Context: an optimization exercise on an open-source flow, tuned for small area and a short achievable clock period. The choices shown serve that exercise and are no tape-out recipe.
Only simulation tests tie the RTL to the original design; equivalence was not proved.
Power is estimated from default activity; no workload was simulated.

===== design/flow/design.v =====
module fp_multiplier (
    input         sign,
    input         clk,
    input         rst,
    input  [16:0] a,
    input  [16:0] b,
    output [17:0] out,
    output reg    overflow,
    output reg    underflow
);
  wire [17:0] xa = {sign & a[16], a};
  wire [17:0] yb = {sign & b[16], b};
  wire [8:0] neg_d, one_d, two_d;
  wire [18:0] ybz = {yb, 1'b0};
  genvar gi;
  generate for (gi = 0; gi < 9; gi = gi + 1) begin : benc
    wire y2 = ybz[2*gi+2], y1 = ybz[2*gi+1], y0 = ybz[2*gi];
    assign neg_d[gi] = y2 & ~(y1 & y0);
    assign one_d[gi] = y1 ^ y0;
    assign two_d[gi] = (y2 & ~y1 & ~y0) | (~y2 & y1 & y0);
  end endgenerate
  reg [17:0] xr;
  reg [8:0] negr, oner, twor;
  reg s1;
  always @(posedge clk) begin
    xr <= xa; negr <= neg_d; oner <= one_d; twor <= two_d; s1 <= sign;
  end
  wire [4:0] r8sel = one_d[8] ? xa[4:0] : two_d[8] ? {xa[3:0], 1'b0} : 5'd0;
  wire [5:0] r8sum = {1'b0, r8sel ^ {5{neg_d[8]}}} + neg_d[8];
  reg [5:0] r8r;
  always @(posedge clk) r8r <= r8sum;
  wire pp1, pp2, pp3, pp4, pp5, pp6, pp7, pp8, pp9, pp10, pp11, pp12;
  wire pp13, pp14, pp15, pp16, pp17, pp18, pp19, pp20, pp21, pp22, pp23, pp24;
  wire pp25, pp26, pp27, pp28, pp29, pp30, pp31, pp32, pp33, pp34, pp35, pp36;
  wire pp37, pp38, pp39, pp40, pp41, pp42, pp43, pp44, pp45, pp46, pp47, pp48;
  wire pp49, pp50, pp51, pp52, pp53, pp54, pp55, pp56, pp57, pp58, pp59, pp60;
  wire pp61, pp62, pp63, pp64, pp65, pp66, pp67, pp68, pp69, pp70, pp71, pp72;
  wire pp73, pp74, pp75, pp76, pp77, pp78, pp79, pp80, pp81, pp82, pp83, pp84;
  wire pp85, pp86, pp87, pp88, pp89, pp90, pp91, pp92, pp93, pp94, pp95, pp96;
  wire pp97, pp98, pp99, pp100, pp101, pp102, pp103, pp104, pp105, pp106, pp107, pp108;
  wire pp109, pp110, pp111, pp112, pp113, pp114, pp115, pp116, pp117, pp118, pp119, pp120;
  wire pp121, pp122, pp123, pp124, pp125, pp126, pp127, pp128, pp129, pp130, pp131, pp132;
  wire pp133, pp134, pp135, pp136, pp137, pp138, pp139, pp140, pp141, pp142, pp143, pp144;
  wire pp145, pp146, pp147, pp148, pp149, pp150, pp151, pp152, pp153, pp154, pp155, pp156;
  wire pp157, pp158, pp159, pp160, pp161, pp162, pp163, pp164, pp165, pp166, s167, c168;
  wire s169, c170, s171, c172, s173, c174, s175, c176, s177, c178, s179, c180;
  wire s181, c182, s183, c184, s185, c186, s187, c188, s189, c190, s191, c192;
  wire s193, c194, s195, c196, s197, c198, s199, c200, s201, c202, s203, c204;
  wire s205, c206, s207, c208, s209, c210, s211, c212, s213, c214, s215, c216;
  wire s217, c218, s219, c220, s221, c222, s223, c224, s225, c226, s227, c228;
  wire s229, c230, s231, c232, s233, c234, s235, c236, s237, s238, c239, s240;
  wire c241, s242, c243, s244, c245, s246, c247, s248, c249, s250, c251, s252;
  wire c253, s254, c255, s256, c257, s258, c259, s260, c261, s262, c263, s264;
  wire c265, s266, c267, s268, c269, s270, c271, s272, c273, s274, c275, s276;
  wire c277, s278, c279, s280, c281, s282, c283, s284, c285, s286, c287, s288;
  wire c289, s290, c291, s292, c293, s294, c295, s296, c297, s298, c299, s300;
  wire c301, s302, c303, s304, c305, s306, c307, s308, c309, s310, c311, s312;
  wire c313, s314, c315, s316, c317, s318, c319, s320, c321, s322, c323, s324;
  wire s325, c326, s327, c328, s329, c330, s331, c332, s333, c334, s335, c336;
  wire s337, c338, s339, c340, s341, c342, s343, c344, s345, c346, s347, c348;
  wire s349, c350, s351, c352, s353, c354, s355, c356, s357, c358, s359, c360;
  wire s361, c362, s363, c364, s365, c366, s367, c368, s369, c370, s371, c372;
  wire s373, c374, s375, c376, s377, c378, s379, s380, c381, s382, c383, s384;
  wire c385, s386, c387, s388, c389, s390, c391, s392, c393, s394, c395, s396;
  wire c397, s398, c399, s400, c401, s402, c403, s404, c405, s406, c407, s408;
  wire c409, s410, c411, s412, c413, s414, c415, s416, c417, s418, c419, s420;
  wire c421, s422, c423, s424, c425, s426, c427, s428, c429, s430, c431, s432;
  wire c433, s434, c435, s436, c437, s438, c439, s440, c441, s442, lg443, lp444;
  wire lg445, lp446, lg447, lp448, lg449, lp450, lg451, lp452, lg453, lp454, lg455, lp456;
  wire lg457, lp458, lg459, lp460, lg461, lp462, lG463, lP464, lG465, lP466, lG467, lP468;
  wire lG469, lP470, lG471, lP472, lG473, lP474, lG475, lP476, lG477, lP478, lG479, lP480;
  wire lG481, lP482, lG483, lP484, lG485, lP486, lG487, lP488, lG489, lP490, lG491, lP492;
  wire hg493, hp494, hg495, hp496, hg497, hp498, hg499, hp500, hg501, hp502, hg503, hp504;
  wire hg505, hp506, hg507, hp508, hg509, hp510, hg511, hp512, hg513, hp514, hg515, hp516;
  wire hg517, hp518, hg519, hp520, hg521, hp522, hg523, hp524, hg525, hp526, hg527, hp528;
  wire hg529, hp530, hg531, hp532, hg533, hp534, hg535, hp536, hg537, hp538, hg539, hp540;
  wire hg541, hp542, hG543, hP544, hG545, hP546, hG547, hP548, hG549, hP550, hG551, hP552;
  wire hG553, hP554, hG555, hP556, hG557, hP558, hG559, hP560, hG561, hP562, hG563, hP564;
  wire hG565, hP566, hG567, hP568, hG569, hP570, hG571, hP572, hG573, hP574, hG575, hP576;
  wire hG577, hP578, hG579, hP580, hG581, hP582, hG583, hP584, hG585, hP586, hG587, hP588;
  wire hG589, hP590, hG591, hP592, hG593, hP594, hG595, hP596, hG597, hP598, hG599, hP600;
  wire hG601, hP602, hG603, hP604, hG605, hP606, hG607, hP608, hG609, hP610, hG611, hP612;
  wire hG613, hP614, hG615, hP616, hG617, hP618, hG619, hP620, hG621, hP622, hG623, hP624;
  wire hG625, hP626, hG627, hP628, hG629, hP630, hG631, hP632, hG633, hP634, hG635, hP636;
  wire hG637, hP638, hG639, hP640, hG641, hP642, hG643, hP644, hG645, hP646, hG647, hP648;
  wire hG649, hP650;
  assign pp1 = ((oner[0] & xr[0])) ^ negr[0];
  assign pp2 = ((oner[0] & xr[1]) | (twor[0] & xr[0])) ^ negr[0];
  assign pp3 = ((oner[0] & xr[2]) | (twor[0] & xr[1])) ^ negr[0];
  assign pp4 = ((oner[0] & xr[3]) | (twor[0] & xr[2])) ^ negr[0];
  assign pp5 = ((oner[0] & xr[4]) | (twor[0] & xr[3])) ^ negr[0];
  assign pp6 = ((oner[0] & xr[5]) | (twor[0] & xr[4])) ^ negr[0];
  assign pp7 = ((oner[0] & xr[6]) | (twor[0] & xr[5])) ^ negr[0];
  assign pp8 = ((oner[0] & xr[7]) | (twor[0] & xr[6])) ^ negr[0];
  assign pp9 = ((oner[0] & xr[8]) | (twor[0] & xr[7])) ^ negr[0];
  assign pp10 = ((oner[0] & xr[9]) | (twor[0] & xr[8])) ^ negr[0];
  assign pp11 = ((oner[0] & xr[10]) | (twor[0] & xr[9])) ^ negr[0];
  assign pp12 = ((oner[0] & xr[11]) | (twor[0] & xr[10])) ^ negr[0];
  assign pp13 = ((oner[0] & xr[12]) | (twor[0] & xr[11])) ^ negr[0];
  assign pp14 = ((oner[0] & xr[13]) | (twor[0] & xr[12])) ^ negr[0];
  assign pp15 = ((oner[0] & xr[14]) | (twor[0] & xr[13])) ^ negr[0];
  assign pp16 = ((oner[0] & xr[15]) | (twor[0] & xr[14])) ^ negr[0];
  assign pp17 = ((oner[0] & xr[16]) | (twor[0] & xr[15])) ^ negr[0];
  assign pp18 = ((oner[0] & xr[17]) | (twor[0] & xr[16])) ^ negr[0];
  assign pp19 = ((oner[0] & xr[17]) | (twor[0] & xr[17])) ^ negr[0];
  assign pp20 = ~pp19;
  assign pp21 = ((oner[1] & xr[0])) ^ negr[1];
  assign pp22 = ((oner[1] & xr[1]) | (twor[1] & xr[0])) ^ negr[1];
  assign pp23 = ((oner[1] & xr[2]) | (twor[1] & xr[1])) ^ negr[1];
  assign pp24 = ((oner[1] & xr[3]) | (twor[1] & xr[2])) ^ negr[1];
  assign pp25 = ((oner[1] & xr[4]) | (twor[1] & xr[3])) ^ negr[1];
  assign pp26 = ((oner[1] & xr[5]) | (twor[1] & xr[4])) ^ negr[1];
  assign pp27 = ((oner[1] & xr[6]) | (twor[1] & xr[5])) ^ negr[1];
  assign pp28 = ((oner[1] & xr[7]) | (twor[1] & xr[6])) ^ negr[1];
  assign pp29 = ((oner[1] & xr[8]) | (twor[1] & xr[7])) ^ negr[1];
  assign pp30 = ((oner[1] & xr[9]) | (twor[1] & xr[8])) ^ negr[1];
  assign pp31 = ((oner[1] & xr[10]) | (twor[1] & xr[9])) ^ negr[1];
  assign pp32 = ((oner[1] & xr[11]) | (twor[1] & xr[10])) ^ negr[1];
  assign pp33 = ((oner[1] & xr[12]) | (twor[1] & xr[11])) ^ negr[1];
  assign pp34 = ((oner[1] & xr[13]) | (twor[1] & xr[12])) ^ negr[1];
  assign pp35 = ((oner[1] & xr[14]) | (twor[1] & xr[13])) ^ negr[1];
  assign pp36 = ((oner[1] & xr[15]) | (twor[1] & xr[14])) ^ negr[1];
  assign pp37 = ((oner[1] & xr[16]) | (twor[1] & xr[15])) ^ negr[1];
  assign pp38 = ((oner[1] & xr[17]) | (twor[1] & xr[16])) ^ negr[1];
  assign pp39 = ~(((oner[1] & xr[17]) | (twor[1] & xr[17])) ^ negr[1]);
  assign pp40 = ((oner[2] & xr[0])) ^ negr[2];
  assign pp41 = ((oner[2] & xr[1]) | (twor[2] & xr[0])) ^ negr[2];
  assign pp42 = ((oner[2] & xr[2]) | (twor[2] & xr[1])) ^ negr[2];
  assign pp43 = ((oner[2] & xr[3]) | (twor[2] & xr[2])) ^ negr[2];
  assign pp44 = ((oner[2] & xr[4]) | (twor[2] & xr[3])) ^ negr[2];
  assign pp45 = ((oner[2] & xr[5]) | (twor[2] & xr[4])) ^ negr[2];
  assign pp46 = ((oner[2] & xr[6]) | (twor[2] & xr[5])) ^ negr[2];
  assign pp47 = ((oner[2] & xr[7]) | (twor[2] & xr[6])) ^ negr[2];
  assign pp48 = ((oner[2] & xr[8]) | (twor[2] & xr[7])) ^ negr[2];
  assign pp49 = ((oner[2] & xr[9]) | (twor[2] & xr[8])) ^ negr[2];
  assign pp50 = ((oner[2] & xr[10]) | (twor[2] & xr[9])) ^ negr[2];
  assign pp51 = ((oner[2] & xr[11]) | (twor[2] & xr[10])) ^ negr[2];
  assign pp52 = ((oner[2] & xr[12]) | (twor[2] & xr[11])) ^ negr[2];
  assign pp53 = ((oner[2] & xr[13]) | (twor[2] & xr[12])) ^ negr[2];
  assign pp54 = ((oner[2] & xr[14]) | (twor[2] & xr[13])) ^ negr[2];
  assign pp55 = ((oner[2] & xr[15]) | (twor[2] & xr[14])) ^ negr[2];
  assign pp56 = ((oner[2] & xr[16]) | (twor[2] & xr[15])) ^ negr[2];
  assign pp57 = ((oner[2] & xr[17]) | (twor[2] & xr[16])) ^ negr[2];
  assign pp58 = ~(((oner[2] & xr[17]) | (twor[2] & xr[17])) ^ negr[2]);
  assign pp59 = ((oner[3] & xr[0])) ^ negr[3];
  assign pp60 = ((oner[3] & xr[1]) | (twor[3] & xr[0])) ^ negr[3];
  assign pp61 = ((oner[3] & xr[2]) | (twor[3] & xr[1])) ^ negr[3];
  assign pp62 = ((oner[3] & xr[3]) | (twor[3] & xr[2])) ^ negr[3];
  assign pp63 = ((oner[3] & xr[4]) | (twor[3] & xr[3])) ^ negr[3];
  assign pp64 = ((oner[3] & xr[5]) | (twor[3] & xr[4])) ^ negr[3];
  assign pp65 = ((oner[3] & xr[6]) | (twor[3] & xr[5])) ^ negr[3];
  assign pp66 = ((oner[3] & xr[7]) | (twor[3] & xr[6])) ^ negr[3];
  assign pp67 = ((oner[3] & xr[8]) | (twor[3] & xr[7])) ^ negr[3];
  assign pp68 = ((oner[3] & xr[9]) | (twor[3] & xr[8])) ^ negr[3];
  assign pp69 = ((oner[3] & xr[10]) | (twor[3] & xr[9])) ^ negr[3];
  assign pp70 = ((oner[3] & xr[11]) | (twor[3] & xr[10])) ^ negr[3];
  assign pp71 = ((oner[3] & xr[12]) | (twor[3] & xr[11])) ^ negr[3];
  assign pp72 = ((oner[3] & xr[13]) | (twor[3] & xr[12])) ^ negr[3];
  assign pp73 = ((oner[3] & xr[14]) | (twor[3] & xr[13])) ^ negr[3];
  assign pp74 = ((oner[3] & xr[15]) | (twor[3] & xr[14])) ^ negr[3];
  assign pp75 = ((oner[3] & xr[16]) | (twor[3] & xr[15])) ^ negr[3];
  assign pp76 = ((oner[3] & xr[17]) | (twor[3] & xr[16])) ^ negr[3];
  assign pp77 = ~(((oner[3] & xr[17]) | (twor[3] & xr[17])) ^ negr[3]);
  assign pp78 = ((oner[4] & xr[0])) ^ negr[4];
  assign pp79 = ((oner[4] & xr[1]) | (twor[4] & xr[0])) ^ negr[4];
  assign pp80 = ((oner[4] & xr[2]) | (twor[4] & xr[1])) ^ negr[4];
  assign pp81 = ((oner[4] & xr[3]) | (twor[4] & xr[2])) ^ negr[4];
  assign pp82 = ((oner[4] & xr[4]) | (twor[4] & xr[3])) ^ negr[4];
  assign pp83 = ((oner[4] & xr[5]) | (twor[4] & xr[4])) ^ negr[4];
  assign pp84 = ((oner[4] & xr[6]) | (twor[4] & xr[5])) ^ negr[4];
  assign pp85 = ((oner[4] & xr[7]) | (twor[4] & xr[6])) ^ negr[4];
  assign pp86 = ((oner[4] & xr[8]) | (twor[4] & xr[7])) ^ negr[4];
  assign pp87 = ((oner[4] & xr[9]) | (twor[4] & xr[8])) ^ negr[4];
  assign pp88 = ((oner[4] & xr[10]) | (twor[4] & xr[9])) ^ negr[4];
  assign pp89 = ((oner[4] & xr[11]) | (twor[4] & xr[10])) ^ negr[4];
  assign pp90 = ((oner[4] & xr[12]) | (twor[4] & xr[11])) ^ negr[4];
  assign pp91 = ((oner[4] & xr[13]) | (twor[4] & xr[12])) ^ negr[4];
  assign pp92 = ((oner[4] & xr[14]) | (twor[4] & xr[13])) ^ negr[4];
  assign pp93 = ((oner[4] & xr[15]) | (twor[4] & xr[14])) ^ negr[4];
  assign pp94 = ((oner[4] & xr[16]) | (twor[4] & xr[15])) ^ negr[4];
  assign pp95 = ((oner[4] & xr[17]) | (twor[4] & xr[16])) ^ negr[4];
  assign pp96 = ~(((oner[4] & xr[17]) | (twor[4] & xr[17])) ^ negr[4]);
  assign pp97 = ((oner[5] & xr[0])) ^ negr[5];
  assign pp98 = ((oner[5] & xr[1]) | (twor[5] & xr[0])) ^ negr[5];
  assign pp99 = ((oner[5] & xr[2]) | (twor[5] & xr[1])) ^ negr[5];
  assign pp100 = ((oner[5] & xr[3]) | (twor[5] & xr[2])) ^ negr[5];
  assign pp101 = ((oner[5] & xr[4]) | (twor[5] & xr[3])) ^ negr[5];
  assign pp102 = ((oner[5] & xr[5]) | (twor[5] & xr[4])) ^ negr[5];
  assign pp103 = ((oner[5] & xr[6]) | (twor[5] & xr[5])) ^ negr[5];
  assign pp104 = ((oner[5] & xr[7]) | (twor[5] & xr[6])) ^ negr[5];
  assign pp105 = ((oner[5] & xr[8]) | (twor[5] & xr[7])) ^ negr[5];
  assign pp106 = ((oner[5] & xr[9]) | (twor[5] & xr[8])) ^ negr[5];
  assign pp107 = ((oner[5] & xr[10]) | (twor[5] & xr[9])) ^ negr[5];
  assign pp108 = ((oner[5] & xr[11]) | (twor[5] & xr[10])) ^ negr[5];
  assign pp109 = ((oner[5] & xr[12]) | (twor[5] & xr[11])) ^ negr[5];
  assign pp110 = ((oner[5] & xr[13]) | (twor[5] & xr[12])) ^ negr[5];
  assign pp111 = ((oner[5] & xr[14]) | (twor[5] & xr[13])) ^ negr[5];
  assign pp112 = ((oner[5] & xr[15]) | (twor[5] & xr[14])) ^ negr[5];
  assign pp113 = ((oner[5] & xr[16]) | (twor[5] & xr[15])) ^ negr[5];
  assign pp114 = ((oner[5] & xr[17]) | (twor[5] & xr[16])) ^ negr[5];
  assign pp115 = ~(((oner[5] & xr[17]) | (twor[5] & xr[17])) ^ negr[5]);
  assign pp116 = ((oner[6] & xr[0])) ^ negr[6];
  assign pp117 = ((oner[6] & xr[1]) | (twor[6] & xr[0])) ^ negr[6];
  assign pp118 = ((oner[6] & xr[2]) | (twor[6] & xr[1])) ^ negr[6];
  assign pp119 = ((oner[6] & xr[3]) | (twor[6] & xr[2])) ^ negr[6];
  assign pp120 = ((oner[6] & xr[4]) | (twor[6] & xr[3])) ^ negr[6];
  assign pp121 = ((oner[6] & xr[5]) | (twor[6] & xr[4])) ^ negr[6];
  assign pp122 = ((oner[6] & xr[6]) | (twor[6] & xr[5])) ^ negr[6];
  assign pp123 = ((oner[6] & xr[7]) | (twor[6] & xr[6])) ^ negr[6];
  assign pp124 = ((oner[6] & xr[8]) | (twor[6] & xr[7])) ^ negr[6];
  assign pp125 = ((oner[6] & xr[9]) | (twor[6] & xr[8])) ^ negr[6];
  assign pp126 = ((oner[6] & xr[10]) | (twor[6] & xr[9])) ^ negr[6];
  assign pp127 = ((oner[6] & xr[11]) | (twor[6] & xr[10])) ^ negr[6];
  assign pp128 = ((oner[6] & xr[12]) | (twor[6] & xr[11])) ^ negr[6];
  assign pp129 = ((oner[6] & xr[13]) | (twor[6] & xr[12])) ^ negr[6];
  assign pp130 = ((oner[6] & xr[14]) | (twor[6] & xr[13])) ^ negr[6];
  assign pp131 = ((oner[6] & xr[15]) | (twor[6] & xr[14])) ^ negr[6];
  assign pp132 = ((oner[6] & xr[16]) | (twor[6] & xr[15])) ^ negr[6];
  assign pp133 = ((oner[6] & xr[17]) | (twor[6] & xr[16])) ^ negr[6];
  assign pp134 = ~(((oner[6] & xr[17]) | (twor[6] & xr[17])) ^ negr[6]);
  assign pp135 = ((oner[7] & xr[0])) ^ negr[7];
  assign pp136 = ((oner[7] & xr[1]) | (twor[7] & xr[0])) ^ negr[7];
  assign pp137 = ((oner[7] & xr[2]) | (twor[7] & xr[1])) ^ negr[7];
  assign pp138 = ((oner[7] & xr[3]) | (twor[7] & xr[2])) ^ negr[7];
  assign pp139 = ((oner[7] & xr[4]) | (twor[7] & xr[3])) ^ negr[7];
  assign pp140 = ((oner[7] & xr[5]) | (twor[7] & xr[4])) ^ negr[7];
  assign pp141 = ((oner[7] & xr[6]) | (twor[7] & xr[5])) ^ negr[7];
  assign pp142 = ((oner[7] & xr[7]) | (twor[7] & xr[6])) ^ negr[7];
  assign pp143 = ((oner[7] & xr[8]) | (twor[7] & xr[7])) ^ negr[7];
  assign pp144 = ((oner[7] & xr[9]) | (twor[7] & xr[8])) ^ negr[7];
  assign pp145 = ((oner[7] & xr[10]) | (twor[7] & xr[9])) ^ negr[7];
  assign pp146 = ((oner[7] & xr[11]) | (twor[7] & xr[10])) ^ negr[7];
  assign pp147 = ((oner[7] & xr[12]) | (twor[7] & xr[11])) ^ negr[7];
  assign pp148 = ((oner[7] & xr[13]) | (twor[7] & xr[12])) ^ negr[7];
  assign pp149 = ((oner[7] & xr[14]) | (twor[7] & xr[13])) ^ negr[7];
  assign pp150 = ((oner[7] & xr[15]) | (twor[7] & xr[14])) ^ negr[7];
  assign pp151 = ((oner[7] & xr[16]) | (twor[7] & xr[15])) ^ negr[7];
  assign pp152 = ((oner[7] & xr[17]) | (twor[7] & xr[16])) ^ negr[7];
  assign pp153 = ~(((oner[7] & xr[17]) | (twor[7] & xr[17])) ^ negr[7]);
  assign pp154 = ((oner[8] & xr[5]) | (twor[8] & xr[4])) ^ negr[8];
  assign pp155 = ((oner[8] & xr[6]) | (twor[8] & xr[5])) ^ negr[8];
  assign pp156 = ((oner[8] & xr[7]) | (twor[8] & xr[6])) ^ negr[8];
  assign pp157 = ((oner[8] & xr[8]) | (twor[8] & xr[7])) ^ negr[8];
  assign pp158 = ((oner[8] & xr[9]) | (twor[8] & xr[8])) ^ negr[8];
  assign pp159 = ((oner[8] & xr[10]) | (twor[8] & xr[9])) ^ negr[8];
  assign pp160 = ((oner[8] & xr[11]) | (twor[8] & xr[10])) ^ negr[8];
  assign pp161 = ((oner[8] & xr[12]) | (twor[8] & xr[11])) ^ negr[8];
  assign pp162 = ((oner[8] & xr[13]) | (twor[8] & xr[12])) ^ negr[8];
  assign pp163 = ((oner[8] & xr[14]) | (twor[8] & xr[13])) ^ negr[8];
  assign pp164 = ((oner[8] & xr[15]) | (twor[8] & xr[14])) ^ negr[8];
  assign pp165 = ((oner[8] & xr[16]) | (twor[8] & xr[15])) ^ negr[8];
  assign pp166 = ((oner[8] & xr[17]) | (twor[8] & xr[16])) ^ negr[8];
  fp_ha u_s167 (.a(negr[5]), .b(pp11), .s(s167), .co(c168));
  fp_ha u_s169 (.a(pp12), .b(pp30), .s(s169), .co(c170));
  fp_fa u_s171 (.a(negr[6]), .b(pp13), .c(pp31), .s(s171), .co(c172));
  fp_ha u_s173 (.a(pp48), .b(pp65), .s(s173), .co(c174));
  fp_fa u_s175 (.a(pp14), .b(pp32), .c(pp49), .s(s175), .co(c176));
  fp_ha u_s177 (.a(pp66), .b(pp83), .s(s177), .co(c178));
  fp_fa u_s179 (.a(negr[7]), .b(pp15), .c(pp33), .s(s179), .co(c180));
  fp_fa u_s181 (.a(pp50), .b(pp67), .c(pp84), .s(s181), .co(c182));
  fp_ha u_s183 (.a(pp101), .b(pp118), .s(s183), .co(c184));
  fp_fa u_s185 (.a(pp16), .b(pp34), .c(pp51), .s(s185), .co(c186));
  fp_fa u_s187 (.a(pp68), .b(pp85), .c(pp102), .s(s187), .co(c188));
  fp_ha u_s189 (.a(pp119), .b(pp136), .s(s189), .co(c190));
  fp_fa u_s191 (.a(r8r[0]), .b(pp17), .c(pp35), .s(s191), .co(c192));
  fp_fa u_s193 (.a(pp52), .b(pp69), .c(pp86), .s(s193), .co(c194));
  fp_fa u_s195 (.a(pp103), .b(pp120), .c(pp137), .s(s195), .co(c196));
  fp_fa u_s197 (.a(r8r[1]), .b(pp18), .c(pp36), .s(s197), .co(c198));
  fp_fa u_s199 (.a(pp53), .b(pp70), .c(pp87), .s(s199), .co(c200));
  fp_fa u_s201 (.a(pp104), .b(pp121), .c(pp138), .s(s201), .co(c202));
  fp_fa u_s203 (.a(r8r[2]), .b(pp19), .c(pp37), .s(s203), .co(c204));
  fp_fa u_s205 (.a(pp54), .b(pp71), .c(pp88), .s(s205), .co(c206));
  fp_fa u_s207 (.a(pp105), .b(pp122), .c(pp139), .s(s207), .co(c208));
  fp_fa u_s209 (.a(r8r[3]), .b(pp19), .c(pp38), .s(s209), .co(c210));
  fp_fa u_s211 (.a(pp55), .b(pp72), .c(pp89), .s(s211), .co(c212));
  fp_fa u_s213 (.a(pp106), .b(pp123), .c(pp140), .s(s213), .co(c214));
  fp_fa u_s215 (.a(r8r[4]), .b(pp39), .c(pp56), .s(s215), .co(c216));
  fp_fa u_s217 (.a(pp73), .b(pp90), .c(pp107), .s(s217), .co(c218));
  fp_fa u_s219 (.a(pp124), .b(pp141), .c(pp20), .s(s219), .co(c220));
  assign s221 = ~(r8r[5] ^ pp57);
  assign c222 = r8r[5] | pp57;
  fp_fa u_s223 (.a(pp74), .b(pp91), .c(pp108), .s(s223), .co(c224));
  fp_fa u_s225 (.a(pp125), .b(pp142), .c(pp154), .s(s225), .co(c226));
  fp_fa u_s227 (.a(pp58), .b(pp75), .c(pp92), .s(s227), .co(c228));
  fp_fa u_s229 (.a(pp109), .b(pp126), .c(pp143), .s(s229), .co(c230));
  assign s231 = ~(pp76 ^ pp93);
  assign c232 = pp76 | pp93;
  fp_ha u_s233 (.a(pp110), .b(pp127), .s(s233), .co(c234));
  fp_fa u_s235 (.a(pp77), .b(pp94), .c(pp111), .s(s235), .co(c236));
  assign s237 = ~pp95;
  fp_ha u_s238 (.a(negr[3]), .b(pp7), .s(s238), .co(c239));
  fp_ha u_s240 (.a(pp8), .b(pp26), .s(s240), .co(c241));
  fp_fa u_s242 (.a(negr[4]), .b(pp9), .c(pp27), .s(s242), .co(c243));
  fp_ha u_s244 (.a(pp44), .b(pp61), .s(s244), .co(c245));
  fp_fa u_s246 (.a(pp10), .b(pp28), .c(pp45), .s(s246), .co(c247));
  fp_ha u_s248 (.a(pp62), .b(pp79), .s(s248), .co(c249));
  fp_fa u_s250 (.a(pp29), .b(pp46), .c(pp63), .s(s250), .co(c251));
  fp_fa u_s252 (.a(pp80), .b(pp97), .c(s167), .s(s252), .co(c253));
  fp_fa u_s254 (.a(pp47), .b(pp64), .c(pp81), .s(s254), .co(c255));
  fp_fa u_s256 (.a(pp98), .b(c168), .c(s169), .s(s256), .co(c257));
  fp_fa u_s258 (.a(pp82), .b(pp99), .c(pp116), .s(s258), .co(c259));
  fp_fa u_s260 (.a(c170), .b(s173), .c(s171), .s(s260), .co(c261));
  fp_fa u_s262 (.a(pp100), .b(pp117), .c(c174), .s(s262), .co(c263));
  fp_fa u_s264 (.a(s177), .b(c172), .c(s175), .s(s264), .co(c265));
  fp_fa u_s266 (.a(pp135), .b(c178), .c(s183), .s(s266), .co(c267));
  fp_fa u_s268 (.a(c176), .b(s179), .c(s181), .s(s268), .co(c269));
  fp_fa u_s270 (.a(c184), .b(s189), .c(c180), .s(s270), .co(c271));
  fp_fa u_s272 (.a(c182), .b(s185), .c(s187), .s(s272), .co(c273));
  fp_fa u_s274 (.a(c190), .b(c186), .c(c188), .s(s274), .co(c275));
  fp_fa u_s276 (.a(s191), .b(s193), .c(s195), .s(s276), .co(c277));
  fp_fa u_s278 (.a(c192), .b(c194), .c(c196), .s(s278), .co(c279));
  fp_fa u_s280 (.a(s197), .b(s199), .c(s201), .s(s280), .co(c281));
  fp_fa u_s282 (.a(c198), .b(c200), .c(c202), .s(s282), .co(c283));
  fp_fa u_s284 (.a(s203), .b(s205), .c(s207), .s(s284), .co(c285));
  fp_fa u_s286 (.a(c204), .b(c206), .c(c208), .s(s286), .co(c287));
  fp_fa u_s288 (.a(s209), .b(s211), .c(s213), .s(s288), .co(c289));
  fp_fa u_s290 (.a(c210), .b(c212), .c(c214), .s(s290), .co(c291));
  fp_fa u_s292 (.a(s215), .b(s217), .c(s219), .s(s292), .co(c293));
  fp_fa u_s294 (.a(s221), .b(c216), .c(c218), .s(s294), .co(c295));
  fp_fa u_s296 (.a(c220), .b(s223), .c(s225), .s(s296), .co(c297));
  fp_fa u_s298 (.a(pp155), .b(c222), .c(c224), .s(s298), .co(c299));
  fp_fa u_s300 (.a(c226), .b(s227), .c(s229), .s(s300), .co(c301));
  fp_fa u_s302 (.a(pp144), .b(pp156), .c(s231), .s(s302), .co(c303));
  fp_fa u_s304 (.a(s233), .b(c228), .c(c230), .s(s304), .co(c305));
  fp_fa u_s306 (.a(pp128), .b(pp145), .c(pp157), .s(s306), .co(c307));
  fp_fa u_s308 (.a(c232), .b(c234), .c(s235), .s(s308), .co(c309));
  fp_fa u_s310 (.a(pp112), .b(pp129), .c(pp146), .s(s310), .co(c311));
  fp_fa u_s312 (.a(pp158), .b(s237), .c(c236), .s(s312), .co(c313));
  fp_fa u_s314 (.a(pp95), .b(pp96), .c(pp113), .s(s314), .co(c315));
  fp_fa u_s316 (.a(pp130), .b(pp147), .c(pp159), .s(s316), .co(c317));
  assign s318 = ~(pp114 ^ pp131);
  assign c319 = pp114 | pp131;
  fp_ha u_s320 (.a(pp148), .b(pp160), .s(s320), .co(c321));
  fp_fa u_s322 (.a(pp115), .b(pp132), .c(pp149), .s(s322), .co(c323));
  assign s324 = ~pp133;
  fp_ha u_s325 (.a(negr[2]), .b(pp5), .s(s325), .co(c326));
  fp_ha u_s327 (.a(pp6), .b(pp24), .s(s327), .co(c328));
  fp_fa u_s329 (.a(pp25), .b(pp42), .c(pp59), .s(s329), .co(c330));
  fp_fa u_s331 (.a(pp43), .b(pp60), .c(c239), .s(s331), .co(c332));
  fp_fa u_s333 (.a(pp78), .b(c241), .c(s244), .s(s333), .co(c334));
  fp_fa u_s335 (.a(c245), .b(s248), .c(c243), .s(s335), .co(c336));
  fp_fa u_s337 (.a(c249), .b(c247), .c(s250), .s(s337), .co(c338));
  fp_fa u_s339 (.a(c251), .b(s254), .c(c253), .s(s339), .co(c340));
  fp_fa u_s341 (.a(c255), .b(s258), .c(c257), .s(s341), .co(c342));
  fp_fa u_s343 (.a(c259), .b(s262), .c(c261), .s(s343), .co(c344));
  fp_fa u_s345 (.a(c263), .b(s266), .c(c265), .s(s345), .co(c346));
  fp_fa u_s347 (.a(c267), .b(c269), .c(s270), .s(s347), .co(c348));
  fp_fa u_s349 (.a(c271), .b(c273), .c(s274), .s(s349), .co(c350));
  fp_fa u_s351 (.a(c275), .b(c277), .c(s278), .s(s351), .co(c352));
  fp_fa u_s353 (.a(c279), .b(c281), .c(s282), .s(s353), .co(c354));
  fp_fa u_s355 (.a(c283), .b(c285), .c(s286), .s(s355), .co(c356));
  fp_fa u_s357 (.a(c287), .b(c289), .c(s290), .s(s357), .co(c358));
  fp_fa u_s359 (.a(c291), .b(s294), .c(c293), .s(s359), .co(c360));
  fp_fa u_s361 (.a(c295), .b(c297), .c(s298), .s(s361), .co(c362));
  fp_fa u_s363 (.a(s302), .b(c299), .c(c301), .s(s363), .co(c364));
  fp_fa u_s365 (.a(s306), .b(c303), .c(c305), .s(s365), .co(c366));
  fp_fa u_s367 (.a(c307), .b(s310), .c(c309), .s(s367), .co(c368));
  fp_fa u_s369 (.a(c311), .b(s314), .c(s316), .s(s369), .co(c370));
  fp_fa u_s371 (.a(s318), .b(s320), .c(c315), .s(s371), .co(c372));
  fp_fa u_s373 (.a(pp161), .b(c319), .c(c321), .s(s373), .co(c374));
  fp_fa u_s375 (.a(pp150), .b(pp162), .c(s324), .s(s375), .co(c376));
  fp_fa u_s377 (.a(pp133), .b(pp134), .c(pp151), .s(s377), .co(c378));
  assign s379 = ~pp152;
  fp_ha u_s380 (.a(negr[1]), .b(pp3), .s(s380), .co(c381));
  fp_ha u_s382 (.a(pp4), .b(pp22), .s(s382), .co(c383));
  fp_fa u_s384 (.a(pp23), .b(pp40), .c(s325), .s(s384), .co(c385));
  fp_fa u_s386 (.a(pp41), .b(c326), .c(s327), .s(s386), .co(c387));
  fp_fa u_s388 (.a(c328), .b(s238), .c(s329), .s(s388), .co(c389));
  fp_fa u_s390 (.a(s240), .b(c330), .c(s331), .s(s390), .co(c391));
  fp_fa u_s392 (.a(s242), .b(c332), .c(s333), .s(s392), .co(c393));
  fp_fa u_s394 (.a(s246), .b(c334), .c(s335), .s(s394), .co(c395));
  fp_fa u_s396 (.a(s252), .b(c336), .c(s337), .s(s396), .co(c397));
  fp_fa u_s398 (.a(s256), .b(c338), .c(s339), .s(s398), .co(c399));
  fp_fa u_s400 (.a(s260), .b(c340), .c(s341), .s(s400), .co(c401));
  fp_fa u_s402 (.a(s264), .b(c342), .c(s343), .s(s402), .co(c403));
  fp_fa u_s404 (.a(s268), .b(c344), .c(s345), .s(s404), .co(c405));
  fp_fa u_s406 (.a(s272), .b(c346), .c(s347), .s(s406), .co(c407));
  fp_fa u_s408 (.a(s276), .b(c348), .c(s349), .s(s408), .co(c409));
  fp_fa u_s410 (.a(s280), .b(c350), .c(s351), .s(s410), .co(c411));
  fp_fa u_s412 (.a(s284), .b(c352), .c(s353), .s(s412), .co(c413));
  fp_fa u_s414 (.a(s288), .b(c354), .c(s355), .s(s414), .co(c415));
  fp_fa u_s416 (.a(s292), .b(c356), .c(s357), .s(s416), .co(c417));
  fp_fa u_s418 (.a(s296), .b(c358), .c(s359), .s(s418), .co(c419));
  fp_fa u_s420 (.a(s300), .b(c360), .c(s361), .s(s420), .co(c421));
  fp_fa u_s422 (.a(s304), .b(c362), .c(s363), .s(s422), .co(c423));
  fp_fa u_s424 (.a(s308), .b(s365), .c(c364), .s(s424), .co(c425));
  fp_fa u_s426 (.a(s312), .b(c366), .c(s367), .s(s426), .co(c427));
  fp_fa u_s428 (.a(c313), .b(s369), .c(c368), .s(s428), .co(c429));
  fp_fa u_s430 (.a(c317), .b(c370), .c(s371), .s(s430), .co(c431));
  fp_fa u_s432 (.a(s322), .b(s373), .c(c372), .s(s432), .co(c433));
  fp_fa u_s434 (.a(c323), .b(s375), .c(c374), .s(s434), .co(c435));
  fp_fa u_s436 (.a(pp163), .b(c376), .c(s377), .s(s436), .co(c437));
  fp_fa u_s438 (.a(pp164), .b(s379), .c(c378), .s(s438), .co(c439));
  fp_fa u_s440 (.a(pp152), .b(pp153), .c(pp165), .s(s440), .co(c441));
  assign s442 = ~pp166;
  assign lg443 = (negr[0] & pp1);
  assign lp444 = (negr[0] ^ pp1);
  assign lg445 = (pp2 & 1'b0);
  assign lp446 = (pp2 ^ 1'b0);
  assign lg447 = (s380 & pp21);
  assign lp448 = (s380 ^ pp21);
  assign lg449 = (c381 & s382);
  assign lp450 = (c381 ^ s382);
  assign lg451 = (c383 & s384);
  assign lp452 = (c383 ^ s384);
  assign lg453 = (c385 & s386);
  assign lp454 = (c385 ^ s386);
  assign lg455 = (c387 & s388);
  assign lp456 = (c387 ^ s388);
  assign lg457 = (c389 & s390);
  assign lp458 = (c389 ^ s390);
  assign lg459 = (c391 & s392);
  assign lp460 = (c391 ^ s392);
  assign lg461 = (c393 & s394);
  assign lp462 = (c393 ^ s394);
  assign lG463 = lg445 | (lp446 & lg443);
  assign lP464 = lp446 & lp444;
  assign lG465 = lg449 | (lp450 & lg447);
  assign lP466 = lp450 & lp448;
  assign lG467 = lg453 | (lp454 & lg451);
  assign lP468 = lp454 & lp452;
  assign lG469 = lg457 | (lp458 & lg455);
  assign lP470 = lp458 & lp456;
  assign lG471 = lg461 | (lp462 & lg459);
  assign lP472 = lp462 & lp460;
  assign lG473 = lg447 | (lp448 & lG463);
  assign lP474 = lp448 & lP464;
  assign lG475 = lG465 | (lP466 & lG463);
  assign lP476 = lP466 & lP464;
  assign lG477 = lg455 | (lp456 & lG467);
  assign lP478 = lp456 & lP468;
  assign lG479 = lG469 | (lP470 & lG467);
  assign lP480 = lP470 & lP468;
  assign lG481 = lg451 | (lp452 & lG475);
  assign lP482 = lp452 & lP476;
  assign lG483 = lG467 | (lP468 & lG475);
  assign lP484 = lP468 & lP476;
  assign lG485 = lG477 | (lP478 & lG475);
  assign lP486 = lP478 & lP476;
  assign lG487 = lG479 | (lP480 & lG475);
  assign lP488 = lP480 & lP476;
  assign lG489 = lg459 | (lp460 & lG487);
  assign lP490 = lp460 & lP488;
  assign lG491 = lG471 | (lP472 & lG487);
  assign lP492 = lP472 & lP488;
  wire ck_w = lG491;
  wire [9:0] lzt = {((c393 ^ s394) ~^ (c391 | s392)), ((c391 ^ s392) ~^ (c389 | s390)), ((c389 ^ s390) ~^ (c387 | s388)), ((c387 ^ s388) ~^ (c385 | s386)), ((c385 ^ s386) ~^ (c383 | s384)), ((c383 ^ s384) ~^ (c381 | s382)), ((c381 ^ s382) ~^ (s380 | pp21)), ((s380 ^ pp21) ~^ (pp2 | 1'b0)), ((pp2 ^ 1'b0) ~^ (negr[0] | pp1)), ~(negr[0] ^ pp1)};
  wire [9:0] lot = {(c393 ^ s394), (c391 ^ s392), (c389 ^ s390), (c387 ^ s388), (c385 ^ s386), (c383 ^ s384), (c381 ^ s382), (s380 ^ pp21), (pp2 ^ 1'b0), (negr[0] ^ pp1)};
  wire [23:0] ha_w = {c441, c439, c437, c435, c433, c431, c429, c427, c425, c423, c421, c419, c417, c415, c413, c411, c409, c407, c405, c403, c401, c399, c397, c395};
  wire [23:0] hb_w = {s442, s440, s438, s436, s434, s432, s430, s428, s426, s424, s422, s420, s418, s416, s414, s412, s410, s408, s406, s404, s402, s400, s398, s396};
  reg [23:0] ra, rb;
  reg lor, land, ck, s2, rst_d;
  always @(posedge clk) begin
    ra <= ha_w; rb <= hb_w; s2 <= s1; rst_d <= rst;
    lor <= ~&lzt; land <= &lot; ck <= ck_w;
  end
  assign hg493 = (ck & ck);
  assign hp494 = (ck ^ ck);
  assign hg495 = (ra[0] & rb[0]);
  assign hp496 = (ra[0] ^ rb[0]);
  assign hg497 = (ra[1] & rb[1]);
  assign hp498 = (ra[1] ^ rb[1]);
  assign hg499 = (ra[2] & rb[2]);
  assign hp500 = (ra[2] ^ rb[2]);
  assign hg501 = (ra[3] & rb[3]);
  assign hp502 = (ra[3] ^ rb[3]);
  assign hg503 = (ra[4] & rb[4]);
  assign hp504 = (ra[4] ^ rb[4]);
  assign hg505 = (ra[5] & rb[5]);
  assign hp506 = (ra[5] ^ rb[5]);
  assign hg507 = (ra[6] & rb[6]);
  assign hp508 = (ra[6] ^ rb[6]);
  assign hg509 = (ra[7] & rb[7]);
  assign hp510 = (ra[7] ^ rb[7]);
  assign hg511 = (ra[8] & rb[8]);
  assign hp512 = (ra[8] ^ rb[8]);
  assign hg513 = (ra[9] & rb[9]);
  assign hp514 = (ra[9] ^ rb[9]);
  assign hg515 = (ra[10] & rb[10]);
  assign hp516 = (ra[10] ^ rb[10]);
  assign hg517 = (ra[11] & rb[11]);
  assign hp518 = (ra[11] ^ rb[11]);
  assign hg519 = (ra[12] & rb[12]);
  assign hp520 = (ra[12] ^ rb[12]);
  assign hg521 = (ra[13] & rb[13]);
  assign hp522 = (ra[13] ^ rb[13]);
  assign hg523 = (ra[14] & rb[14]);
  assign hp524 = (ra[14] ^ rb[14]);
  assign hg525 = (ra[15] & rb[15]);
  assign hp526 = (ra[15] ^ rb[15]);
  assign hg527 = (ra[16] & rb[16]);
  assign hp528 = (ra[16] ^ rb[16]);
  assign hg529 = (ra[17] & rb[17]);
  assign hp530 = (ra[17] ^ rb[17]);
  assign hg531 = (ra[18] & rb[18]);
  assign hp532 = (ra[18] ^ rb[18]);
  assign hg533 = (ra[19] & rb[19]);
  assign hp534 = (ra[19] ^ rb[19]);
  assign hg535 = (ra[20] & rb[20]);
  assign hp536 = (ra[20] ^ rb[20]);
  assign hg537 = (ra[21] & rb[21]);
  assign hp538 = (ra[21] ^ rb[21]);
  assign hg539 = (ra[22] & rb[22]);
  assign hp540 = (ra[22] ^ rb[22]);
  assign hg541 = (ra[23] & rb[23]);
  assign hp542 = (ra[23] ^ rb[23]);
  assign hG543 = hg495 | (hp496 & hg493);
  assign hP544 = hp496 & hp494;
  assign hG545 = hg499 | (hp500 & hg497);
  assign hP546 = hp500 & hp498;
  assign hG547 = hg503 | (hp504 & hg501);
  assign hP548 = hp504 & hp502;
  assign hG549 = hg507 | (hp508 & hg505);
  assign hP550 = hp508 & hp506;
  assign hG551 = hg511 | (hp512 & hg509);
  assign hP552 = hp512 & hp510;
  assign hG553 = hg515 | (hp516 & hg513);
  assign hP554 = hp516 & hp514;
  assign hG555 = hg519 | (hp520 & hg517);
  assign hP556 = hp520 & hp518;
  assign hG557 = hg523 | (hp524 & hg521);
  assign hP558 = hp524 & hp522;
  assign hG559 = hg527 | (hp528 & hg525);
  assign hP560 = hp528 & hp526;
  assign hG561 = hg531 | (hp532 & hg529);
  assign hP562 = hp532 & hp530;
  assign hG563 = hg535 | (hp536 & hg533);
  assign hP564 = hp536 & hp534;
  assign hG565 = hg539 | (hp540 & hg537);
  assign hP566 = hp540 & hp538;
  assign hG567 = hg497 | (hp498 & hG543);
  assign hP568 = hp498 & hP544;
  assign hG569 = hG545 | (hP546 & hG543);
  assign hP570 = hP546 & hP544;
  assign hG571 = hg505 | (hp506 & hG547);
  assign hP572 = hp506 & hP548;
  assign hG573 = hG549 | (hP550 & hG547);
  assign hP574 = hP550 & hP548;
  assign hG575 = hg513 | (hp514 & hG551);
  assign hP576 = hp514 & hP552;
  assign hG577 = hG553 | (hP554 & hG551);
  assign hP578 = hP554 & hP552;
  assign hG579 = hg521 | (hp522 & hG555);
  assign hP580 = hp522 & hP556;
  assign hG581 = hG557 | (hP558 & hG555);
  assign hP582 = hP558 & hP556;
  assign hG583 = hg529 | (hp530 & hG559);
  assign hP584 = hp530 & hP560;
  assign hG585 = hG561 | (hP562 & hG559);
  assign hP586 = hP562 & hP560;
  assign hG587 = hg537 | (hp538 & hG563);
  assign hP588 = hp538 & hP564;
  assign hG589 = hG565 | (hP566 & hG563);
  assign hP590 = hP566 & hP564;
  assign hG591 = hg501 | (hp502 & hG569);
  assign hP592 = hp502 & hP570;
  assign hG593 = hG547 | (hP548 & hG569);
  assign hP594 = hP548 & hP570;
  assign hG595 = hG571 | (hP572 & hG569);
  assign hP596 = hP572 & hP570;
  assign hG597 = hG573 | (hP574 & hG569);
  assign hP598 = hP574 & hP570;
  assign hG599 = hg517 | (hp518 & hG577);
  assign hP600 = hp518 & hP578;
  assign hG601 = hG555 | (hP556 & hG577);
  assign hP602 = hP556 & hP578;
  assign hG603 = hG579 | (hP580 & hG577);
  assign hP604 = hP580 & hP578;
  assign hG605 = hG581 | (hP582 & hG577);
  assign hP606 = hP582 & hP578;
  assign hG607 = hg533 | (hp534 & hG585);
  assign hP608 = hp534 & hP586;
  assign hG609 = hG563 | (hP564 & hG585);
  assign hP610 = hP564 & hP586;
  assign hG611 = hG587 | (hP588 & hG585);
  assign hP612 = hP588 & hP586;
  assign hG613 = hG589 | (hP590 & hG585);
  assign hP614 = hP590 & hP586;
  assign hG615 = hg509 | (hp510 & hG597);
  assign hP616 = hp510 & hP598;
  assign hG617 = hG551 | (hP552 & hG597);
  assign hP618 = hP552 & hP598;
  assign hG619 = hG575 | (hP576 & hG597);
  assign hP620 = hP576 & hP598;
  assign hG621 = hG577 | (hP578 & hG597);
  assign hP622 = hP578 & hP598;
  assign hG623 = hG599 | (hP600 & hG597);
  assign hP624 = hP600 & hP598;
  assign hG625 = hG601 | (hP602 & hG597);
  assign hP626 = hP602 & hP598;
  assign hG627 = hG603 | (hP604 & hG597);
  assign hP628 = hP604 & hP598;
  assign hG629 = hG605 | (hP606 & hG597);
  assign hP630 = hP606 & hP598;
  assign hG631 = hg541 | (hp542 & hG613);
  assign hP632 = hp542 & hP614;
  assign hG633 = hg525 | (hp526 & hG629);
  assign hP634 = hp526 & hP630;
  assign hG635 = hG559 | (hP560 & hG629);
  assign hP636 = hP560 & hP630;
  assign hG637 = hG583 | (hP584 & hG629);
  assign hP638 = hP584 & hP630;
  assign hG639 = hG585 | (hP586 & hG629);
  assign hP640 = hP586 & hP630;
  assign hG641 = hG607 | (hP608 & hG629);
  assign hP642 = hP608 & hP630;
  assign hG643 = hG609 | (hP610 & hG629);
  assign hP644 = hP610 & hP630;
  assign hG645 = hG611 | (hP612 & hG629);
  assign hP646 = hP612 & hP630;
  assign hG647 = hG613 | (hP614 & hG629);
  assign hP648 = hP614 & hP630;
  assign hG649 = hG631 | (hP632 & hG629);
  assign hP650 = hP632 & hP630;
  wire [33:10] ph = {(hp542 ^ hG647), (hp540 ^ hG645), (hp538 ^ hG643), (hp536 ^ hG641), (hp534 ^ hG639), (hp532 ^ hG637), (hp530 ^ hG635), (hp528 ^ hG633), (hp526 ^ hG629), (hp524 ^ hG627), (hp522 ^ hG625), (hp520 ^ hG623), (hp518 ^ hG621), (hp516 ^ hG619), (hp514 ^ hG617), (hp512 ^ hG615), (hp510 ^ hG597), (hp508 ^ hG595), (hp506 ^ hG593), (hp504 ^ hG591), (hp502 ^ hG569), (hp500 ^ hG567), (hp498 ^ hG543), (hp496 ^ hg493)};
  wire neg = s2 & ph[33];
  wire ovf_w = neg ? ~&ph[33:25] : |ph[33:24];
  wire unf_w = neg ? ~(&ph[15:10] & land) : (|ph[15:10] | lor);
  wire clr = rst | rst_d;
  reg [17:0] out_r;
  always @(posedge clk) begin
    out_r     <= clr ? 18'd0 : ph[31:14];
    overflow  <= clr ? 1'b0 : ovf_w;
    underflow <= clr ? 1'b0 : unf_w;
  end
  assign out = out_r;
endmodule
module fp_fa (input a, input b, input c, output s, output co);
  assign s = a ^ b ^ c;
  assign co = (a & b) | (c & (a ^ b));
endmodule
module fp_ha (input a, input b, output s, output co);
  assign s = a ^ b;
  assign co = a & b;
endmodule

===== design/flow/flow/run.sh =====
#!/bin/bash
# Standard layout, with a plain buffer (buf_2) on every input and output port
# and no dummy clock loads in the clock tree.
set -euo pipefail
bash standard.sh "BUFFER_PORTS_ARGS=-buffer_cell sky130_fd_sc_hd__buf_2" \
  "SETUP_SLACK_MARGIN=5.3" "CTS_ARGS=-sink_clustering_enable -repair_clock_nets -dont_use_dummy_load" finish > make_finish.log 2>&1

===== design/flow/standard.sh =====
#!/bin/bash
# synth_recipe.tcl (not shown) runs the flow's synth.tcl, then flattens the netlist and writes it again
# the make line also repeats each setting of config.mk as NAME=value (left out here)
make -C /OpenROAD-flow-scripts/flow DESIGN_CONFIG=/design/flow/config.mk WORK_HOME=/design/flow/orfs CLKGATE_MAP_FILE= SYNTH_SCRIPT=/design/flow/synth_recipe.tcl "${@:-finish}"

===== design/flow/config.mk =====
export PLATFORM = sky130hd
export DESIGN_NAME = fp_multiplier
export DESIGN_NICKNAME = fp_multiplier
export VERILOG_FILES = /design/flow/design.v
export SDC_FILE = /design/flow/constraint.sdc
export NUM_CORES = 4
export LEC_CHECK = 0
export CAP_MARGIN = 20
export CORE_MARGIN = 2
export CORE_UTILIZATION = 40
export SETUP_SLACK_MARGIN = 5
export SLEW_MARGIN = 20
export SYNTH_HIERARCHICAL = 1

===== design/flow/constraint.sdc =====
create_clock -name core_clock -period 8.0 [get_ports {clk}]
set_input_delay 1.6000 -clock core_clock [delete_from_list [all_inputs] [get_ports {clk}]]
set_output_delay 1.6000 -clock core_clock [all_outputs]
set_load 0.01 [all_outputs]

==> impl_metrics.env, run 1 <==
export IMPL_dr_total_vias=7822
export IMPL_synthXorXnorAreaFrac_pct=16.71
export IMPL_yosysWarnings=7
export IMPL_crit_family="adder cells"
export IMPL_cp_num_buf_inv=2
export IMPL_final_max_slew_viol_count=0
export IMPL_clockBufferDepth=2
export IMPL_antenna_found_initial=0
export IMPL_regArea_um2=2641
export IMPL_status="timing/DRC/antenna clean"
export IMPL_io_buffer_count=56
export IMPL_first_pass_iters=5
export IMPL_min_path_type="reg2reg"
export IMPL_hold_viol=0
export IMPL_ys_seq_elements=125
export IMPL_hold_end="s2$_DFF_P_"
export IMPL_synthMuxAreaShare_pct=0.2923
export IMPL_min_period_over_period_pct=37.04
export IMPL_via_per_inst=5.516
export IMPL_drc=0
export IMPL_rsz0062_at_grt="yes"
export IMPL_synthDominantCellAreaShare_pct=24.36
export IMPL_num_fill_cells=2128
export IMPL_grt_use_total_pct=21.36
export IMPL_grt_overflow_total=0
export IMPL_synthArstFlopShare_pct=0
export IMPL_ys_flop_type="dfxtp_1"
export IMPL_dpl_cell_area_um2=10980
export IMPL_clkLatencyLatePin_ns=0.42
export IMPL_layout_common_cells="xnor2_1 (136), buf_4 (87), dfxtp_1 (84)"
export IMPL_syn_num_nets=1206
export IMPL_maxCapViolCount=0
export IMPL_synthSimpleGateAreaFrac_pct=6.090
export IMPL_dp_cells=1280
export IMPL_ant_nets=0
export IMPL_die_h_um=164.3
export IMPL_syn_inst=980
export IMPL_pin_count=57
export IMPL_worst_setup_path_end_kind="register"
export IMPL_cts_num_sinks=125
export IMPL_fmax_mhz=337.5
export IMPL_final_core_util_pct=53.66
export IMPL_synth_top_family_by_area="adder cells"
export IMPL_dieArea_um2=26980
export IMPL_setup_viol=0
export IMPL_r2r_slack_ns=5.04
export IMPL_ys_seq_area_share_pct=24.36
export IMPL_hp_start="s1$_DFF_P_"
export IMPL_final_cell_area_um2=13510
export IMPL_period_needed_ns=2.963
export IMPL_place_congestion=0.8305
export IMPL_synth_top_cell_by_area="dfxtp_1"
export IMPL_slowest_delay_ns=0.54
export IMPL_syn_avg_cell_area_um2=10.48
export IMPL_startpoint_type="register"
export IMPL_synth_area_um2=10270
export IMPL_start_util_pct=40.79
export IMPL_leakagePower_uw=0.005300
export IMPL_crit_path_cell_trace="buf_6 > buf_6 > a22oi_2 > xnor2_2 > fa_2 > fa_2 > fa_2 > fa_2"
export IMPL_grt_pass1_vias=7773
export IMPL_reg2reg_from="twor[1]$_DFF_P_"
export IMPL_slowest_stage="fa_2"
export IMPL_root_buffer="clkbuf_16"
export IMPL_cp_required_ns=8.29
export IMPL_synth_cell_types=51
export IMPL_synth_edf_count=0
export IMPL_synthTopCellsByArea="dfxtp_1 (24%), fa_1 (24%), xnor2_1 (15%)"
export IMPL_diodes=0
export IMPL_fp_dieW_um=164.3
export IMPL_drt_iter0_drc=819
export IMPL_synthAdderAreaFrac_pct=31.94
export IMPL_crit_fanout=7
export IMPL_path_common_cell="fa_2"
export IMPL_htreeDepth=4
export IMPL_numCtsBuffers=17
export IMPL_grt_max_degree=21
export IMPL_ir_worst_vdd_v=0.0001610
export IMPL_postCtsHoldBufs=0
export IMPL_slew_headroom_pct=56.38
export IMPL_multi_input_area_um2=8308
export IMPL_worstHoldPathCells=0
export IMPL_r2r_end="rb[3]$_DFF_P_"
export IMPL_worst_pin_slew_ns=0.6483
export IMPL_instances_no_fill=1418
export IMPL_fin_tns_setup_ns=0
export IMPL_nets=1316
export IMPL_mostFrequentLayoutCell="xnor2_1"
export IMPL_cts_tree="done"
export IMPL_rows=58
export IMPL_critPathKind="reg2reg"
export IMPL_drt_wl_total_um=29180
export IMPL_coreArea_um2=25180
export IMPL_wl_per_cell_um=20.58
export IMPL_fin_skew_ns=0.01505
export IMPL_p_per_area_nw_per_um2=339.6
export IMPL_layout_drive_gt1_share_pct=42.74
export IMPL_arrival_ns=3.25
export IMPL_clk_pin_slew_ns=0.05
export IMPL_r2r_cells=8
export IMPL_grt_pass1_wl_um=43490
export IMPL_area_growth_pct=31.53
export IMPL_dp_final_hpwl_um=18000
export IMPL_synth_compound_area_share_pct=15.90
[modules after synthesis (local to each module, per instance)]
module         flip-flops and latches  cells  area (µm²)  times used
fp_multiplier                     125    847        7730           1
fp_fa                               0      1       20.02         117
fp_ha                               0      1       12.51          16
[sequential cells by signal (all words and copies together) (netlist names), 6 cells and up]
name	flops
rb	24
oner	9
r8r	6
out_r	18
ra	24
xr	18
negr	9
twor	9
[synth_stat cells (15+ instances only)]
cell / n
xnor2_1: 173
o21ai_0: 23
fa_1: 122
a22oi_1: 149
inv_1: 35
nor2b_1: 15
nand2_1: 26
clkbuf_1: 70
nor2_1: 23
dfxtp_1: 125
ha_1: 67
xor2_1: 23
buf_1: 23
[routing by layer]
layer,up-vias,global-route usage [%],wire length (µm)
met3,71,5.556,2481
met2,407,32.60,13080
li1,3553,-,-
met1,3791,29.11,12750
met4,0,7.974,869
met5,-,0,0
[how the worst max path moves through the flow]
stage	startpoint	end	slack [ns]	cells after the start
3_5_place_dp	twor[0]$_DFF_P_	rb[11]$_DFF_P_	4.44	7
2_1_floorplan	xr[3]$_DFF_P_	ck$_DFF_P_	5.03	12
3_3_place_gp	twor[0]$_DFF_P_	rb[11]$_DFF_P_	4.45	7
4_1_cts	xr[4]$_DFF_P_	ck$_DFF_P_	5.07	11
5_1_grt	twor[2]$_DFF_P_	lor$_DFF_P_	4.92	10
6_report	twor[1]$_DFF_P_	rb[3]$_DFF_P_	5.04	8
[layout make-up]
cell class                      count  area share [%]
Timing Repair Buffer              184           11.76
Sequential cell                   125           19.55
Clock buffer                       17           3.148
Inverter                           36           1.000
Multi-Input combinational cell    726           61.49
Tap cell                          330           3.056
[stage by stage]
stage          power (µW)  hold WS [ns]  setup slack (ns)
5_1_grt              5015        0.4420             4.923
3_5_place_dp         3593        0.4014             4.445
2_1_floorplan        2984        0.3096             5.029
3_3_place_gp         3544        0.4050             4.454
4_1_cts              4467        0.4172             5.075
6_report             4589        0.4258             5.037
[cells by family after synthesis]
group	Yosys count
AOI/OAI and AO/OA	220
xor gates and xnor gates	196
adders and majority gates	189
buffers and inverters	129
DFF	125
and+or+nand+nor	118
muxes	3
[power by group]
part / switching, µW / internal, µW / total, µW
clock network: 242 / 366 / 608
logic: 1540 / 1480 / 3020
registers: 131 / 834 / 965
[repair_timing]
item / in CTS / in global routing
setup endpoints to repair: 44 / 39
pin swaps: 74 / 56
gates cloned: 0 / 2
resized for setup: 179 / 84
buffers inserted: 82 / 37
==> inputs of run 2 (changes only) <==
==> design/flow/flow/run.sh (replaced) <==
#!/bin/bash
# Standard layout, with a plain buffer (buf_2) on every input and output port.
set -euo pipefail
bash standard.sh "BUFFER_PORTS_ARGS=-buffer_cell sky130_fd_sc_hd__buf_2" finish > make_finish.log 2>&1
==> impl_metrics.env, run 2 <==
export IMPL_status="timing/DRC/antenna clean"
export IMPL_antenna_found_initial=0
export IMPL_grt_pass1_wl_um=40070
export IMPL_startpoint_type="register"
export IMPL_cts_tree="done"
export IMPL_p_clk_share_pct=17.8
export IMPL_clockBufferDepth=2
export IMPL_hold_viol=0
export IMPL_via_per_inst=5.387
export IMPL_power_switching_uw=1834
export IMPL_layout_common_cells="xnor2_1 (168), a22oi_1 (138), fa_1 (105)"
export IMPL_netSwitchingFraction_pct=40.91
export IMPL_first_pass_iters=6
export IMPL_ir_worst_vdd_v=0.0001567
export IMPL_pwr_share_comb_pct=60.7
export IMPL_drt_wl_total_um=25950
export IMPL_final_core_util_pct=48.50
export IMPL_syn_avg_cell_area_um2=10.48
export IMPL_place_congestion=0.8288
export IMPL_grt_pass1_vias=7152
export IMPL_dr_total_vias=7370
export IMPL_coreArea_um2=25180
export IMPL_place_ws_ns=4.389
export IMPL_arrival_ns=3.27
export IMPL_worst_pin_slew_ns=0.5008
export IMPL_fmax_mhz=337.4
export IMPL_synthXorXnorAreaFrac_pct=16.71
export IMPL_fin_ws_ns=5.036
export IMPL_rows=58
export IMPL_postCtsHoldBufs=0
export IMPL_p_per_area_nw_per_um2=367.0
export IMPL_final_max_slew_viol_count=0
export IMPL_synth_compound_area_share_pct=15.90
export IMPL_io_buffer_count=56
export IMPL_die_h_um=164.3
export IMPL_rsz0062_at_grt="yes"
export IMPL_p_int_uw=2649
export IMPL_synthSimpleGateAreaFrac_pct=6.090
export IMPL_start_util_pct=40.79
export IMPL_period_needed_ns=2.964
export IMPL_pwr_share_seq_pct=21.5
export IMPL_synth_most_common_cell="xnor2_1"
export IMPL_drc=0
export IMPL_cp_required_ns=8.30
export IMPL_area_growth_pct=18.89
export IMPL_fin_skew_ns=0.008082
export IMPL_dieArea_um2=26980
export IMPL_synth_area_um2=10270
export IMPL_critPathKind="reg2reg"
export IMPL_synthMuxAreaShare_pct=0.2923
export IMPL_setup_viol=0
export IMPL_final_cell_area_um2=12210
export IMPL_ant_nets=0
export IMPL_synthTopCellsByArea="dfxtp_1 (24%), fa_1 (24%), xnor2_1 (15%)"
export IMPL_synthTopCellsByCount="xnor2_1 (173), a22oi_1 (149), dfxtp_1 (125), fa_1 (122), clkbuf_1 (70)"
export IMPL_instances_no_fill=1368
export IMPL_numCtsBuffers=17
export IMPL_slew_headroom_pct=66.31
export IMPL_drt_iter0_drc=604
export IMPL_layout_drive_gt1_share_pct=23.51
export IMPL_root_buffer="clkbuf_16"
export IMPL_dpl_cell_area_um2=10690
export IMPL_yosysWarnings=7
export IMPL_ys_seq_elements=125
export IMPL_clk_pin_slew_ns=0.06
export IMPL_diodes=0
export IMPL_synth_top_family_by_area="adder cells"
export IMPL_maxCapViolCount=0
export IMPL_fin_tns_setup_ns=0
export IMPL_ys_flop_type="dfxtp_1"
export IMPL_crit_fanout=7
export IMPL_clkLatencyLatePin_ns=0.42
export IMPL_synth_cell_types=51
export IMPL_worst_setup_path_end_kind="register"
export IMPL_cts_num_sinks=125
export IMPL_synth_edf_count=0
export IMPL_grt_max_degree=22
export IMPL_nets=1252
export IMPL_dp_cells=1280
export IMPL_dp_final_hpwl_um=17570
export IMPL_synthArstFlopShare_pct=0
export IMPL_pin_count=57
export IMPL_leakagePower_uw=0.004830
export IMPL_htreeDepth=4
export IMPL_top_regs="ra (24), rb (24)"
export IMPL_syn_inst=980
export IMPL_mostFrequentLayoutCell="xnor2_1"
export IMPL_synthAdderAreaFrac_pct=31.94
export IMPL_grt_overflow_total=0
export IMPL_fp_dieW_um=164.3
export IMPL_min_period_over_period_pct=37.05
export IMPL_syn_num_nets=1206
export IMPL_grt_use_total_pct=19.27
export IMPL_min_path_type="reg2reg"
export IMPL_synth_top_cell_by_area="dfxtp_1"
export IMPL_synthDominantCellAreaShare_pct=24.36
export IMPL_wl_per_cell_um=18.97
export IMPL_ys_seq_area_share_pct=24.36
## run 2: changes by cell type in the layout (fill, tap and decap cells not counted), sizes merged
cell      change
buf          -64
bufinv        +3
clkbuf        +5
clkinv        +4
clkinvlp      +2
## run 2: logic make-up after synthesis
family / Yosys count
AOI/OAI and AO/OA: 220
xor gates and xnor gates: 196
adders and majority gates: 189
buffers and inverters: 129
DFF: 125
muxes: 3
and+or+nand+nor: 118
## run 2: modules after synthesis, one instance, submodules excluded
module | cells | flops+latches | cell area (µm²) | copies in the design
fp_multiplier | 847 | 125 | 7730 | 1
fp_fa | 1 | 0 | 20.02 | 117
fp_ha | 1 | 0 | 12.51 | 16
## run 2: critical path: stages, from the launching register on
cell     delay, ns
dfxtp_4       0.43
buf_4         0.18
a22oi_1       0.09
xnor2_1       0.26
fa_1          0.52
fa_1          0.45
fa_1          0.51
fa_1          0.40
## run 2: final timing paths
kind	from	to	slack [ns]	cells after the start
max reg2reg	twor[3]$_DFF_P_	rb[13]$_DFF_P_	5.04	7
min reg2reg	s1$_DFF_P_	s2$_DFF_P_	0.40	0
min	s1$_DFF_P_	s2$_DFF_P_	0.40	0
max	twor[3]$_DFF_P_	rb[13]$_DFF_P_	5.04	7
## run 2: timing repair
item                       in CTS  in global routing
gates resized for setup        73                 58
cloned                          0                  0
setup endpoints to repair      34                 21
pin swaps                       3                 42
buffers inserted               10                 47
## run 2: routing by layer
metal / wire length, µm / global-route usage, % / vias up
met2: 11510 / 28.26 / 288
met5: 0 / 0 / -
met3: 2225 / 4.874 / 23
met1: 11910 / 28.07 / 3620
met4: 299 / 5.303 / 0
li1: - / - / 3439
## run 2: power by group through the flow
stage / Sequential, µW / Clock (µW) / Combinational (µW)
2_1_floorplan: 910 / 0 / 1970
3_3_place_gp: 991 / 0 / 2430
3_5_place_dp: 993 / 0 / 2480
4_1_cts: 976 / 811 / 2560
5_1_grt: 984 / 843 / 3080
6_report: 962 / 797 / 2720
## run 2: metrics by stage
step	power, µW	hold slack, ns
after floorplan	2882	0.3096
after global placement	3425	0.3970
after detailed placement	3471	0.3978
after CTS	4346	0.3971
after global routing	4908	0.4179
final	4483	0.4022
## run 2: final cells by class
cell class	count	area [µm²]
Inverter	36	135.1
Tap cell	330	412.9
Multi-Input combinational cell	726	7510
Fill cell	2281	12970
Timing Repair Buffer	120	902.1
Sequential cell	125	2643
Clock buffer	22	474.2
Clock inverter	9	136.4

-- static timing again, ports no longer ideal --
The results above use ideal ports. As a check the final layouts listed here were re-extracted and re-timed, cells and wires unchanged. Step 1, drivers: a clkbuf_16 drives clk and a buf_2 each remaining input, both assumed. Step 2 adds t to the input delays and takes it off the output delays; t is the mean of the earliest and latest rising clock arrival at the registers after step 1. Input paths then give back, and output paths get back, about the clock's delay inside the block. a / b / c = ideal ports / drivers / drivers and shift; a / b = the first two.
run | t (ns) | setup slack, ns | worst slew at a driven data input, ns | cell pins on the clock port's net
run 1 | 0.458 | 5.037 / 5.037 / 5.037 | 0.03 | 1
run 2 | 0.468 | 5.036 / 5.036 / 4.887 | 0.03 | 1
After both steps setup and hold are still met in every run listed. For run 2, which loses most, drivers alone change the setup slack by 0.000 ns; drivers and shift together by -0.149 ns.
